Source: an optimization exercise on an open RTL-to-GDS flow (aim: small area). Production flows keep margins and buffers that such runs may drop. Function was checked by simulation only, so behaviour that the tests miss may differ from the original. Power is estimated from default activity; no workload was simulated.

// uart_fifo_top
module uart_fifo_top (
    input  logic        clk,
    input  logic        rst_n,
    input  logic        cfg_parity,
    input  logic [1:0]  cfg_bits,
    input  logic [1:0]  cfg_baud,
    input  logic        tx_push,
    input  logic [7:0]  tx_wdata,
    output logic        tx_full,
    output logic        tx_empty,
    output logic        tx_serial,
    output logic        tx_busy,
    output logic        tx_done,
    input  logic        rx_en,
    input  logic        rx_serial,
    input  logic        rx_pop,
    output logic [7:0]  rx_rdata,
    output logic        rx_full,
    output logic        rx_empty,
    output logic        rx_busy,
    output logic        rx_done
);
Size in the first run: ~4100 cells after synthesis, ~1100 flip-flops, roughly 0.045 sq mm of cells after synthesis.
==> flow/config.mk <==
export PLATFORM = sky130hd
export DESIGN_NAME = uart_fifo_top
export DESIGN_NICKNAME = uart_fifo_top
export VERILOG_FILES = /design/flow/design.v
export SDC_FILE = /design/flow/constraint.sdc
export NUM_CORES = 4
export LEC_CHECK = 0
export CAP_MARGIN = 20
export CORE_MARGIN = 2
export CORE_UTILIZATION = 40
export SLEW_MARGIN = 20
export SYNTH_HIERARCHICAL = 1
export SYNTH_MINIMUM_KEEP_SIZE = 0
==> flow/constraint.sdc <==
create_clock -name core_clock -period 10.0 [get_ports {clk}]
set_input_delay 2.0000 -clock core_clock [delete_from_list [all_inputs] [get_ports {clk}]]
set_output_delay 2.0000 -clock core_clock [all_outputs]
set_load 0.01 [all_outputs]
run.sh (not shown) runs the stock make flow with config.mk's settings and CLKGATE_MAP_FILE= SYNTH_SCRIPT=/design/flow/synth_recipe.tcl, a recipe that flattens the netlist after the stock synthesis.
The first run completed without violations.
==> next run, changes <==
--- a/flow/config.mk
+++ b/flow/config.mk
@@ -10,0 +11 @@
+export CTS_BUF_LIST = sky130_fd_sc_hd__clkbuf_4
After rerunning:
- The new run went through all stages and came out clean
- final area goes down by 0.59%
- total power goes down by 3.0%
- via count climbs by 3.6%
- sequential cell count does not change
- sequential share of layout area came out higher by 0.28 points
- die area does not change
- utilization goes down by 0.25 points
- non-clock buffer count stays the same
- sequential power is about the same
- maximum frequency drops by 4.9%

* * *

lane 1:
Another version of the RTL of uart_fifo_top (not shown whole).
Size: roughly 4000 cells after synthesis, about 36 I/O pins.
==> flow/config.mk <==
export PLATFORM = sky130hd
export DESIGN_NAME = uart_fifo_top
export DESIGN_NICKNAME = uart_fifo_top
export VERILOG_FILES = /design/flow/design.v
export SDC_FILE = /design/flow/constraint.sdc
export NUM_CORES = 4
export LEC_CHECK = 0
export CAP_MARGIN = 20
export CORE_MARGIN = 2
export CORE_UTILIZATION = 55
export CTS_BUF_LIST = sky130_fd_sc_hd__clkbuf_8 sky130_fd_sc_hd__clkbuf_16
export CTS_CLUSTER_DIAMETER = 150
export CTS_CLUSTER_SIZE = 30
export SLEW_MARGIN = 20
export SYNTH_HIERARCHICAL = 1
export SYNTH_MINIMUM_KEEP_SIZE = 0
==> flow/constraint.sdc <==
create_clock -name core_clock -period 10.0 [get_ports {clk}]
set_input_delay 2.0000 -clock core_clock [delete_from_list [all_inputs] [get_ports {clk}]]
set_output_delay 2.0000 -clock core_clock [all_outputs]
set_load 0.01 [all_outputs]
standard.sh (not shown) runs the stock make flow with config.mk's settings and CLKGATE_MAP_FILE= SYNTH_SCRIPT=/design/flow/synth_recipe.tcl, a recipe that flattens the netlist after the stock synthesis.
==> flow/flow/run.sh <==
#!/bin/bash
# Standard layout, with one extra step after placement-time resizing: every
# logic cell and register is set to the smallest drive strength of its own
# function, and the port buffers to buf_1 (the later repair steps upsize
# whatever then needs it). Each tool's output goes to a log of its own.
set -euo pipefail
R=orfs/results/${FLOW_PLATFORM}/uart_fifo_top/base
bash standard.sh synth > synth.log 2>&1
bash standard.sh 3_4_place_resized > place.log 2>&1
RESULTS=$R openroad -no_init -exit flow/downsize.tcl > downsize.log 2>&1
bash standard.sh finish > finish.log 2>&1
==> flow/flow/downsize.tcl <==
# Set every logic cell and register of the placed design to the smallest
# cell of the same function (same name but the drive-strength suffix), and
# the port buffers to buf_1.
set odb $::env(RESULTS)/3_4_place_resized.odb
read_db $odb
set db [ord::get_db]
set block [ord::get_db_block]
set skip {^sky130_fd_sc_hd__(tap|fill|decap|diode|conb|clk|buf|inv|dly|lpflow|probe)}
set saved 0
set n 0
foreach inst [$block getInsts] {
    set m [$inst getMaster]
    set name [$m getName]
    set iname [$inst getName]
    if {[regexp {^(input|output)[0-9]+$} $iname] && [regexp {^sky130_fd_sc_hd__(buf|clkbuf|clkdlybuf4s[0-9]+)_[0-9]+$} $name]} {
        set best [$db findMaster sky130_fd_sc_hd__buf_1]
    } elseif {[regexp $skip $name]} {
        continue
    } elseif {[regexp {^(sky130_fd_sc_hd__\w+?)_(\d+)$} $name -> fam drv]} {
        set best $m
        foreach d {0 1 2} {
            set c [$db findMaster ${fam}_$d]
            if {$c ne "NULL" && $c ne "" && [$c getWidth] < [$best getWidth]} {
                set best $c
            }
        }
    } else {
        continue
    }
    if {[$best getName] ne $name} {
        set saved [expr {$saved + [$m getWidth] - [$best getWidth]}]
        incr n
        puts "swap $iname $name -> [$best getName]"
        $inst swapMaster $best
    }
}
puts "downsized $n instances, width saved [expr {$saved / 1000.0}] um"
write_db $odb
The inputs of lane 3 differ from those of lane 1 as listed below.
Settings: a change of CTS_BUF_LIST from sky130_fd_sc_hd__clkbuf_8 sky130_fd_sc_hd__clkbuf_16 to sky130_fd_sc_hd__clkbuf_16.
--- outcome ---
Flip-flop and latch count came out exactly the same in lane 1 and lane 3.
On synthesized cell count, lane 1 and lane 3 are basically level.
Re final area: no difference whatsoever between lane 3 and lane 1.
Diff lane 1..lane 3 | area of the multi-input gates | unchanged
Comparing lane 1 against lane 3, there is no change at all in synthesized-area fraction occupied by ao, oa, aoi and oai cells.
Cell-internal power: lane 1 vs lane 3 — no meaningful difference
As far as final critical-path share of the clock period goes, lane 1 and lane 3 are indistinguishable; the numbers are identical.
In terms of routed wire length, lane 1 and lane 3 differ only marginally.
From lane 3 to lane 1, die area did not move at all.
Re total of max-cap violations: no difference whatsoever between lane 3 and lane 1.
As far as combined flip-flop and latch cell area goes, lane 1 and lane 3 are indistinguishable; the numbers are identical.

afterwards: timing with drivers on the ports:
Ports are ideal in the flow. The routed layouts listed here were re-timed in OpenROAD.
Step 1 sets driving cells, clkbuf_16 on the clock port and buf_2 on the other inputs (assumed; they add their load-dependent delay and slew).
Step 2 also shifts input and output timing later by t, the mid clock arrival at the registers, as if the neighbouring blocks saw the same clock.
Slacks: no drivers / after step 1 / after step 2; pairs: no drivers / after step 1.
run	t, ns	setup WS [ns]	hold WS [ns]
the first run of note 1	0.779	3.322 / 3.256 / 4.035	0.471 / 0.471 / 0.471
the second run of note 1	1.213	2.977 / 2.909 / 4.122	0.470 / 0.470 / 0.470
lane 1	0.691	3.234 / 3.160 / 3.851	0.451 / 0.451 / 0.451
lane 3	0.691	3.234 / 3.160 / 3.851	0.451 / 0.451 / 0.451
After both steps setup and hold are still met in every run listed.
